What follows belongs to an exercise in optimizing a design on an open flow for small area and a short achievable clock period; a production flow would make more cautious choices. RTL that was checked went through simulation tests only; none was proved equivalent to the original.

build 63:
## costas
module costas #
    (
        parameter integer C_S00_AXIS_TDATA_WIDTH    = 32,
        parameter integer C_M00_AXIS_TDATA_WIDTH    = 32
    )
    (
        input  wire                          s00_axis_aclk,
        input  wire                          s00_axis_aresetn,
        input  wire                          s00_axis_tlast,
        input  wire                          s00_axis_tvalid,
        input  wire [C_S00_AXIS_TDATA_WIDTH-1 : 0] s00_axis_tdata,
        input  wire [(C_S00_AXIS_TDATA_WIDTH/8)-1: 0] s00_axis_tstrb,
        output reg                           s00_axis_tready,
        input  wire                          m00_axis_aclk,
        input  wire                          m00_axis_aresetn,
        input  wire                          m00_axis_tready,
        output reg                           m00_axis_tvalid,
        output reg                           m00_axis_tlast,
        output reg [C_M00_AXIS_TDATA_WIDTH-1 : 0] m00_axis_tdata,
        output reg [(C_M00_AXIS_TDATA_WIDTH/8)-1: 0] m00_axis_tstrb
    );
    localparam integer STAGES = 16;
    wire clk = s00_axis_aclk;
    wire rst = !s00_axis_aresetn;
    always_comb s00_axis_tready = m00_axis_tready;
    logic       v  [0:STAGES];
    logic       l  [0:STAGES];
    logic [3:0] sb [0:STAGES];
    always_ff @(posedge clk) begin
        if (rst) begin
            for (integer i = 0; i <= STAGES; i = i + 1) v[i] <= 1'b0;
        end else begin
            v[0] <= s00_axis_tvalid & m00_axis_tready;
            for (integer i = 0; i < STAGES; i = i + 1) v[i+1] <= v[i];
        end
    end
    always_ff @(posedge clk) begin
  ...
Size: roughly 9900 cells after synthesis, roughly 1400 flip-flops, ~0.10 mm^2 of cells after synthesis.
export LEC_CHECK = 0
export CAP_MARGIN = 20
export CORE_MARGIN = 2
export CORE_UTILIZATION = 55
export SLEW_MARGIN = 20
create_clock -name core_clock -period 14.5 [get_ports {s00_axis_aclk}]
standard.sh (not shown) runs the stock make flow with config.mk's settings and CLKGATE_MAP_FILE= SYNTH_SCRIPT=/design/flow/synth_recipe.tcl, a recipe that flattens the netlist after the stock synthesis.
==> flow/flow/run.sh <==
#!/bin/bash
# Own layout flow: the standard ORFS flow (standard.sh) with these changes in
# how the layout is made (the clock, its period and the I/O constraints stay
# the standard flow's constraint.sdc):
#  - synthesis is synth_recipe.tcl with Yosys's generic "abc -fast" skipped
#    (synth -noabc), so extract_fa sees the design's own adder structure; the
#    rest of the script (fsm/share skipped, flatten, renames) is unchanged;
#  - port buffers are clkbuf_2 cells rather than delay cells, so the
#    combinational m00_axis_tready -> s00_axis_tready path stays short;
#  - ABC maps for a 6 ns delay target, and timing repair aims for the period
#    the design can reach (setup margin) rather than only the 14.5 ns clock.
# Every tool's output is in orfs/logs/ (one log per step); make's own output is
# in flow_make.log.
set -euo pipefail
sed '1s/-noshare/-noshare -noabc/' synth_recipe.tcl > flow_synth.tcl
sed "s#SYNTH_SCRIPT=[^ ]*synth_recipe.tcl#SYNTH_SCRIPT=$PWD/flow_synth.tcl#" standard.sh > flow_standard.sh
grep -q "SYNTH_SCRIPT=$PWD/flow_synth.tcl" flow_standard.sh
export BUFFER_PORTS_ARGS="-buffer_cell sky130_fd_sc_hd__clkbuf_2"
export ABC_CLOCK_PERIOD_IN_PS=${ABC_CLOCK_PERIOD_IN_PS:-6000}
export SETUP_SLACK_MARGIN=${SETUP_SLACK_MARGIN:-8.45}
# clock tree: larger sink clusters, clkbuf_8 buffers, no dummy loads
export CTS_ARGS="-sink_clustering_enable -repair_clock_nets -dont_use_dummy_load -sink_clustering_size 30 -sink_clustering_max_diameter 80 -buf_list sky130_fd_sc_hd__clkbuf_16"

bash flow_standard.sh > flow_make.log 2>&1
--- input diff build 63..build 23 ---
Settings: ABC_AREA now 1, previously not set.
--- a/flow/flow/run.sh
+++ b/flow/flow/run.sh
@@ -7,3 +7,3 @@
 #    rest of the script (fsm/share skipped, flatten, renames) is unchanged;
-#  - port buffers are clkbuf_2 cells rather than delay cells, so the
+#  - port buffers are plain buffers (buf_4) rather than delay cells, so the
 #    combinational m00_axis_tready -> s00_axis_tready path stays short;
@@ -17,3 +17,3 @@
 grep -q "SYNTH_SCRIPT=$PWD/flow_synth.tcl" flow_standard.sh
-export BUFFER_PORTS_ARGS="-buffer_cell sky130_fd_sc_hd__clkbuf_2"
+export BUFFER_PORTS_ARGS="-buffer_cell sky130_fd_sc_hd__buf_4"
 export ABC_CLOCK_PERIOD_IN_PS=${ABC_CLOCK_PERIOD_IN_PS:-6000}
@@ -21,3 +21,3 @@
 # clock tree: larger sink clusters, clkbuf_8 buffers, no dummy loads
-export CTS_ARGS="-sink_clustering_enable -repair_clock_nets -dont_use_dummy_load -sink_clustering_size 30 -sink_clustering_max_diameter 80 -buf_list sky130_fd_sc_hd__clkbuf_16"
+export CTS_ARGS="-sink_clustering_enable -repair_clock_nets -dont_use_dummy_load -sink_clustering_size 30 -buf_list sky130_fd_sc_hd__clkbuf_8"
 
==> summary.txt <==
From build 63 to build 23 the numbers moved as follows: number of well-tap cells placed now larger, cell area now larger, number of clock buffers in the layout now larger. Commonest non-fill, non-tap cell in the layout: sky130_fd_sc_hd__nand2_1 -> build 23, sky130_fd_sc_hd__dfxtp_1 -> build 63. Taking build 63 as the reference, in build 23 post-placement cell count saw an increase, path depth of the worst reg2reg path saw a decrease. Cell count (build 63 / build 23): 0.867. Compared build 23 vs build 63, and number of signal-net inverters in the final layout is up in build 23.
Setup changes, build 23 to build 47
Settings: clearing ABC_AREA, which used to be 1.
--- a/flow/flow/run.sh
+++ b/flow/flow/run.sh
@@ -7,3 +7,3 @@
 #    rest of the script (fsm/share skipped, flatten, renames) is unchanged;
-#  - port buffers are plain buffers (buf_4) rather than delay cells, so the
+#  - port buffers are clkbuf_2 cells rather than delay cells, so the
 #    combinational m00_axis_tready -> s00_axis_tready path stays short;
@@ -17,3 +17,3 @@
 grep -q "SYNTH_SCRIPT=$PWD/flow_synth.tcl" flow_standard.sh
-export BUFFER_PORTS_ARGS="-buffer_cell sky130_fd_sc_hd__buf_4"
+export BUFFER_PORTS_ARGS="-buffer_cell sky130_fd_sc_hd__clkbuf_2"
 export ABC_CLOCK_PERIOD_IN_PS=${ABC_CLOCK_PERIOD_IN_PS:-6000}
@@ -21,3 +21,3 @@
 # clock tree: larger sink clusters, clkbuf_8 buffers, no dummy loads
-export CTS_ARGS="-sink_clustering_enable -repair_clock_nets -dont_use_dummy_load -sink_clustering_size 30 -buf_list sky130_fd_sc_hd__clkbuf_8"
+export CTS_ARGS="-sink_clustering_enable -repair_clock_nets -dont_use_dummy_load -sink_clustering_size 20 -sink_clustering_max_diameter 80 -buf_list sky130_fd_sc_hd__clkbuf_8"
 
[summary]
Build 47 was carried through to the last stage, and its layout satisfied the timing, design-rule and antenna checks.
Final critical-path required period on build 47 is down relative to build 23.
Per the comparison of build 47 with build 23, post-route met1 wirelength fell by 12%.
Build 47 has via count of the routed design below what build 23 had.
Compared with build 23, build 47 shows a worst setup slack after placement that is 1010 ps lower.
Changes observed in build 47 relative to build 23: count of clock-buffer cells in the layout now sits lower; global-route wire length before repair now sits lower; synthesized netlist net count now sits lower.
Changes in build 16 relative to build 47:
--- a/flow/flow/run.sh
+++ b/flow/flow/run.sh
@@ -7,3 +7,3 @@
 #    rest of the script (fsm/share skipped, flatten, renames) is unchanged;
-#  - port buffers are clkbuf_2 cells rather than delay cells, so the
+#  - port buffers are plain buffers (buf_4) rather than delay cells, so the
 #    combinational m00_axis_tready -> s00_axis_tready path stays short;
@@ -17,3 +17,3 @@
 grep -q "SYNTH_SCRIPT=$PWD/flow_synth.tcl" flow_standard.sh
-export BUFFER_PORTS_ARGS="-buffer_cell sky130_fd_sc_hd__clkbuf_2"
+export BUFFER_PORTS_ARGS="-buffer_cell sky130_fd_sc_hd__buf_4"
 export ABC_CLOCK_PERIOD_IN_PS=${ABC_CLOCK_PERIOD_IN_PS:-6000}
@@ -21,3 +21,3 @@
 # clock tree: larger sink clusters, clkbuf_8 buffers, no dummy loads
-export CTS_ARGS="-sink_clustering_enable -repair_clock_nets -dont_use_dummy_load -sink_clustering_size 20 -sink_clustering_max_diameter 80 -buf_list sky130_fd_sc_hd__clkbuf_8"
+export CTS_ARGS="-sink_clustering_enable -repair_clock_nets -dont_use_dummy_load -sink_clustering_size 30 -buf_list sky130_fd_sc_hd__clkbuf_8"
 
- Both conditions hold for build 16: the flow ran to the end and the final layout passed the timing, design-rule and antenna checks.
- From build 47 to build 16 the numbers moved as follows: synthesis-to-finish area growth shows an increase of 2.1 points, clock tree cell share of total cell area shows an increase of 1.7 points.
Function was not checked in any run of this note: the RTL went through the layout flow alone.

---

costas, a different RTL version from the one above (not shown whole).
For scale: ~1400 flip-flops, roughly 82 I/O pins, ~100000 um2 of cells after synthesis.
==> flow/config.mk <==
export PLATFORM = sky130hd
export DESIGN_NAME = costas
export DESIGN_NICKNAME = costas
export VERILOG_FILES = /design/flow/design.v
export SDC_FILE = /design/flow/constraint.sdc
export NUM_CORES = 4
export LEC_CHECK = 0
export CAP_MARGIN = 20
export CORE_MARGIN = 2
export CORE_UTILIZATION = 55
export SLEW_MARGIN = 20
==> flow/constraint.sdc <==
create_clock -name core_clock -period 14.5 [get_ports {s00_axis_aclk}]
set_input_delay 2.9000 -clock core_clock [delete_from_list [all_inputs] [get_ports {s00_axis_aclk}]]
set_output_delay 2.9000 -clock core_clock [all_outputs]
set_load 0.01 [all_outputs]
==> flow/flow/run.sh <==
#!/bin/bash
# Own layout flow: the standard ORFS flow (standard.sh) with these changes in
# how the layout is made (the clock, its period and the I/O constraints stay
# the standard flow's constraint.sdc):
#  - synthesis is synth_recipe.tcl with Yosys's generic "abc -fast" skipped
#    (synth -noabc), so extract_fa sees the design's own adder structure; the
#    rest of the script (fsm/share skipped, flatten, renames) is unchanged;
#  - port buffers are plain buffers (buf_2) rather than delay cells, so the
#    combinational m00_axis_tready -> s00_axis_tready path stays short;
#  - ABC maps for a 6 ns delay target, and timing repair aims for the period
#    the design can reach (setup margin) rather than only the 14.5 ns clock.
# Every tool's output is in orfs/logs/ (one log per step); make's own output is
# in flow_make.log.
set -euo pipefail
sed '1s/-noshare/-noshare -noabc/' synth_recipe.tcl > flow_synth.tcl
sed "s#SYNTH_SCRIPT=[^ ]*synth_recipe.tcl#SYNTH_SCRIPT=$PWD/flow_synth.tcl#" standard.sh > flow_standard.sh
grep -q "SYNTH_SCRIPT=$PWD/flow_synth.tcl" flow_standard.sh
export BUFFER_PORTS_ARGS="-buffer_cell sky130_fd_sc_hd__buf_2"
export ABC_CLOCK_PERIOD_IN_PS=${ABC_CLOCK_PERIOD_IN_PS:-6000}
export SETUP_SLACK_MARGIN=${SETUP_SLACK_MARGIN:-8.45}
# clock tree: larger sink clusters, clkbuf_8 buffers, no dummy loads
export CTS_ARGS="-sink_clustering_enable -repair_clock_nets -dont_use_dummy_load -sink_clustering_size 30 -buf_list sky130_fd_sc_hd__clkbuf_8"

bash flow_standard.sh > flow_make.log 2>&1
==> next run, changes <==
--- a/flow/flow/run.sh
+++ b/flow/flow/run.sh
@@ -19,6 +19,4 @@
 export ABC_CLOCK_PERIOD_IN_PS=${ABC_CLOCK_PERIOD_IN_PS:-6000}
 export SETUP_SLACK_MARGIN=${SETUP_SLACK_MARGIN:-8.45}
-# clock tree: larger sink clusters, clkbuf_8 buffers, no dummy loads
-export CTS_ARGS="-sink_clustering_enable -repair_clock_nets -dont_use_dummy_load -sink_clustering_size 30 -buf_list sky130_fd_sc_hd__clkbuf_8"
 
 bash flow_standard.sh > flow_make.log 2>&1
Outcome: Synthesized area stays the same; via count hardly moves; flip-flop and latch count is unchanged; first-iteration DRC count is higher by 9.6%; worst setup slack is about the same.

---

costas, a different RTL version from the one above (not shown whole).
Size in the first run: about 9500 cells after synthesis, roughly 82 I/O pins, roughly 93000 sq um of cells after synthesis.
clock: 14.5 ns
lec_check: 0
cap_margin: 20
core_margin: 2
core_utilization: 60
place_density: 0.66
slew_margin: 20
==> flow/flow/run.sh <==
#!/bin/bash
# Own layout flow: the standard ORFS flow (standard.sh) with these changes in
# how the layout is made (the clock, its period and the I/O constraints stay
# the standard flow's constraint.sdc):
#  - synthesis is synth_recipe.tcl with Yosys's generic "abc -fast" skipped
#    (synth -noabc), so extract_fa sees the design's own adder structure; the
#    rest of the script (fsm/share skipped, flatten, renames) is unchanged.
#    The flow also runs the standard synthesis and, should the two keep
#    different registers, lays out the standard synthesis instead;
#  - port buffers are clkbuf_2 cells rather than delay cells, so the
#    combinational m00_axis_tready -> s00_axis_tready path stays short;
#  - ABC maps for a 6 ns delay target, and timing repair aims for the period
#    the design can reach (setup margin) rather than only the 14.5 ns clock;
set -euo pipefail
W=$PWD
sed '1s/-noshare/-noshare -noabc/' synth_recipe.tcl > flow_synth.tcl
sed "s#SYNTH_SCRIPT=[^ ]*synth_recipe.tcl#SYNTH_SCRIPT=$W/flow_synth.tcl#" standard.sh > flow_standard.sh
grep -q "SYNTH_SCRIPT=$W/flow_synth.tcl" flow_standard.sh
sed "s#WORK_HOME=[^ ]*#WORK_HOME=$W/refsyn#" standard.sh > flow_refsyn.sh
grep -q "WORK_HOME=$W/refsyn" flow_refsyn.sh

export BUFFER_PORTS_ARGS="-buffer_cell sky130_fd_sc_hd__clkbuf_2"
export SETUP_SLACK_MARGIN=${SETUP_SLACK_MARGIN:-8.45}
export CTS_ARGS="-sink_clustering_enable -repair_clock_nets -dont_use_dummy_load -sink_clustering_size 18 -sink_clustering_max_diameter 70 -buf_list sky130_fd_sc_hd__clkbuf_8"

(unset BUFFER_PORTS_ARGS SETUP_SLACK_MARGIN CTS_ARGS; bash flow_refsyn.sh synth) > flow_refsyn.log 2>&1
# this flow's synthesis
ABC_CLOCK_PERIOD_IN_PS=6000 bash flow_standard.sh synth > flow_synth.log 2>&1
regs() { grep -oE '\\[^ ]+\$_[A-Z0-9_]+_ ' "$1" | sort -u; }
R=results/sky130hd/costas/base/1_2_yosys.v
if ! cmp -s <(regs refsyn/$R) <(regs orfs/$R); then
  echo "register sets differ: using the standard synthesis" | tee flow_regs.log
  rm -rf orfs
  ABC_CLOCK_PERIOD_IN_PS=6000 bash standard.sh > flow_make.log 2>&1
else
  echo "register sets match ($(regs orfs/$R | wc -l))" | tee flow_regs.log
  ABC_CLOCK_PERIOD_IN_PS=6000 bash flow_standard.sh > flow_make.log 2>&1
fi
==> next run, changes <==
--- a/flow/config.mk
+++ b/flow/config.mk
@@ -8,5 +8,4 @@
 export CAP_MARGIN = 20
 export CORE_MARGIN = 2
-export CORE_UTILIZATION = 60
-export PLACE_DENSITY = 0.66
+export CORE_UTILIZATION = 55
 export SLEW_MARGIN = 20
Core utilization came out lower by 5.0 points. Hold slack is worse by 0.037 ns. First-iteration DRC count went down by about 3.5%. Die area rises by 9.0%. Setup slack gains 0.0068 ns.

[port drivers added, routing unchanged]
How much do the figures lean on ideal ports? The routed layouts below were timed once more, with nothing changed but the port constraints.
Step 1 (the two cells are an assumption about what drives the block):
set clk [get_ports {s00_axis_aclk}]
set_driving_cell -lib_cell sky130_fd_sc_hd__clkbuf_16 $clk
set_driving_cell -lib_cell sky130_fd_sc_hd__buf_2 [delete_from_list [all_inputs] $clk]
Step 2, shift: input delay + t, output delay - t, t = (earliest + latest rising clock arrival at the registers) / 2. This alone moves slack from input paths to output paths.
Slacks: no drivers / after step 1 / after step 2; pairs: no drivers / after step 1.
| run | t (ns) | setup WS [ns] | clock arrival spread, ns | worst register clock-pin slew, ns | worst data-port slew with drivers (ns) |
|---|---|---|---|---|---|
| build 63 | 0.791 | 8.500 / 8.475 / 8.475 | 0.106 / 0.106 | 0.11 / 0.11 | 0.04 |
| build 23 | 1.013 | 8.456 / 8.434 / 8.434 | 0.122 / 0.122 | 0.07 / 0.07 | 0.04 |
| build 47 | 0.895 | 8.500 / 8.475 / 8.475 | 0.123 / 0.123 | 0.12 / 0.12 | 0.04 |
| build 16 | 1.019 | 8.458 / 8.435 / 8.435 | 0.118 / 0.119 | 0.07 / 0.07 | 0.04 |
| the first run of note 2 | 0.996 | 8.472 / 8.452 / 8.452 | 0.098 / 0.097 | 0.07 / 0.07 | 0.04 |
| the second run of note 2 | 0.885 | 8.473 / 8.452 / 8.452 | 0.031 / 0.031 | 0.06 / 0.06 | 0.05 |
| the first run of note 3 | 0.881 | 8.490 / 8.457 / 8.457 | 0.124 / 0.125 | 0.11 / 0.11 | 0.04 |
| the second run of note 3 | 0.935 | 8.497 / 8.470 / 8.470 | 0.135 / 0.135 | 0.11 / 0.11 | 0.05 |
After both steps every run listed still meets setup and hold. The setup slack of the first run of note 3, which loses most, moves by -0.033 ns with the drivers and by -0.033 ns with both steps.
